This design comes from an exercise in tuning for small area and a short achievable clock period on the open sky130 flow, not from production work.
Only simulation tests tie the RTL to the original design; equivalence was not proved.

==> run a <==
==> flow/design.v (excerpt) <==
module ohs_boost_l2 #(
  parameter data_width = 32,
  parameter data_decimal = 22
)(
  input aclk,
  input resetn,
  input ce,
  input signed [data_width-1:0] kL,
  input signed [data_width-1:0] kRL,
  input signed [data_width-1:0] kC,
  input signed [data_width-1:0] kR,
  input signed [data_width-1:0] vdc,
  input S1_pwm,
  output wire signed [data_width-1:0] iL,
  output wire signed [data_width-1:0] vL,
  output wire signed [data_width-1:0] iC,
  output wire signed [data_width-1:0] vC,
  output wire signed [data_width-1:0] iLoad
);
Settings: LEC_CHECK=0, ABC_AREA=1, CAP_MARGIN=20, CORE_MARGIN=2, CORE_UTILIZATION=55, SLEW_MARGIN=20, SYNTH_HIERARCHICAL=1, SYNTH_MINIMUM_KEEP_SIZE=0; clock period 34.0 ns.
standard.sh (not shown) runs the stock make flow with config.mk's settings and CLKGATE_MAP_FILE= SYNTH_SCRIPT=/design/flow/synth_recipe.tcl, a recipe that flattens the netlist after the stock synthesis.
==> flow/flow/run.sh <==
#!/bin/bash
set -euo pipefail
MARGIN=9
bash standard.sh synth > synth.log 2>&1
bash standard.sh SETUP_SLACK_MARGIN=$MARGIN "BUFFER_PORTS_ARGS=-buffer_cell sky130_fd_sc_hd__buf_2" finish > layout.log 2>&1
==> run b: changes against run a <==
Settings changed: CAP_MARGIN 20 to 10, CORE_UTILIZATION 55 to 60, SLEW_MARGIN 20 to 10, TNS_END_PERCENT from default to 10.
==> impl_metrics.tcl <==
set metrics [dict create \
    multi_input_area_share 0.842 \
    cp-startpoint "kC[4]" \
    path_max_fanout 32 \
    rrSetupSlack_ns 17.97 \
    wl_met3_um 62200 \
    max_clock_freq_mhz 40.2 \
    hpwl_um 245000 \
    outcome "timing/DRC/antenna clean" \
]
(the above is from run a)
==> impl_metrics.tcl <==
set metrics [dict create \
    wl_met3_um 63600 \
    clk-insertion-delay-late_ns 0.53 \
    end_kind "output port" \
    path_max_fanout 16 \
    outcome "timing/DRC/antenna clean" \
    rrSetupSlack_ns 17.66 \
    multi_input_area_share 0.844 \
    drc 0 \
    max_clock_freq_mhz 40.1 \
    ys_seq_elements 160 \
    cp-startpoint "kC[23]" \
]
(the above is from run b)

==> job 7636: inputs <==
ohs_boost_l2 again, from the RTL that the note above started with.
==> flow/config.mk <==
export PLATFORM = sky130hd
export DESIGN_NAME = ohs_boost_l2
export DESIGN_NICKNAME = ohs_boost_l2
export VERILOG_FILES = /design/flow/design.v
export SDC_FILE = /design/flow/constraint.sdc
export NUM_CORES = 4
export LEC_CHECK = 0
export ABC_AREA = 1
export CAP_MARGIN = 20
export CORE_MARGIN = 2
export CORE_UTILIZATION = 65
export CTS_CLUSTER_DIAMETER = 40
export CTS_CLUSTER_SIZE = 10
export SLEW_MARGIN = 20
export SYNTH_HIERARCHICAL = 1
export SYNTH_MINIMUM_KEEP_SIZE = 0
==> flow/constraint.sdc <==
create_clock -name core_clock -period 34.0 [get_ports {aclk}]
set_input_delay 6.8000 -clock core_clock [delete_from_list [all_inputs] [get_ports {aclk}]]
set_output_delay 6.8000 -clock core_clock [all_outputs]
set_load 0.01 [all_outputs]
Scripts as last shown in full above: flow/flow/run.sh
==> inputs of job 6815, as changes to job 7636 <==
==> flow/flow/run.sh (replaced) <==
#!/bin/bash
set -euo pipefail
MARGIN=9
bash standard.sh synth > synth.log 2>&1
bash standard.sh SETUP_SLACK_MARGIN=$MARGIN finish > layout.log 2>&1
Settings changed: CORE_UTILIZATION 65 to 40, CTS_CLUSTER_DIAMETER 40 to unset, CTS_CLUSTER_SIZE 10 to unset.
==> inputs of job 8556, as changes to job 7636 <==
==> flow/flow/run.sh (replaced) <==
#!/bin/bash
set -euo pipefail
MARGIN=9
bash standard.sh synth > synth.log 2>&1
bash standard.sh SETUP_SLACK_MARGIN=$MARGIN "BUFFER_PORTS_ARGS=-buffer_cell sky130_fd_sc_hd__buf_1" finish > layout.log 2>&1
Settings changed: CAP_MARGIN 20 to 10, CORE_UTILIZATION 65 to 55, CTS_CLUSTER_DIAMETER 40 to unset, CTS_CLUSTER_SIZE 10 to unset, SLEW_MARGIN 20 to 10, TNS_END_PERCENT set to 10.
==> summary.txt <==
Final cell count: job 6815 > job 8556 > job 7636. Against job 7636, the core utilization of job 8556 is lower by 11 points. Of job 7636 and job 6815, job 7636 has the higher worst setup slack (gap 0.19 ns). Clock skew, lowest first: job 8556, job 7636, job 6815. Via count, highest first: job 6815, job 7636, job 8556.

-- re-timing with driven ports --
The flow's constraints put no driver on any port. The routed layouts listed below were extracted and timed again, unchanged, in two steps.
Step 1 (the two cells are an assumption about what drives the block):
set clk [get_ports {aclk}]
set_driving_cell -lib_cell sky130_fd_sc_hd__clkbuf_16 $clk
set_driving_cell -lib_cell sky130_fd_sc_hd__buf_2 [delete_from_list [all_inputs] $clk]
Step 2, shift: input delay + t, output delay - t, t = (earliest + latest rising clock arrival at the registers) / 2. This alone moves slack from input paths to output paths.
a / b / c = no drivers / after step 1 / after step 2; a / b = the first two.
run	t, ns	setup WS [ns]	pins driven straight from the clock port
run a	0.570	9.146 / 9.126 / 9.126	1
run b	0.574	9.081 / 9.060 / 9.060	1
job 7636	0.583	9.149 / 9.125 / 9.125	1
job 6815	0.605	8.959 / 8.936 / 8.936	1
job 8556	0.594	9.169 / 9.144 / 9.144	1
After both steps every run listed still meets setup and hold. For job 8556, which loses most, drivers alone change the setup slack by -0.025 ns; drivers and shift together by -0.025 ns.
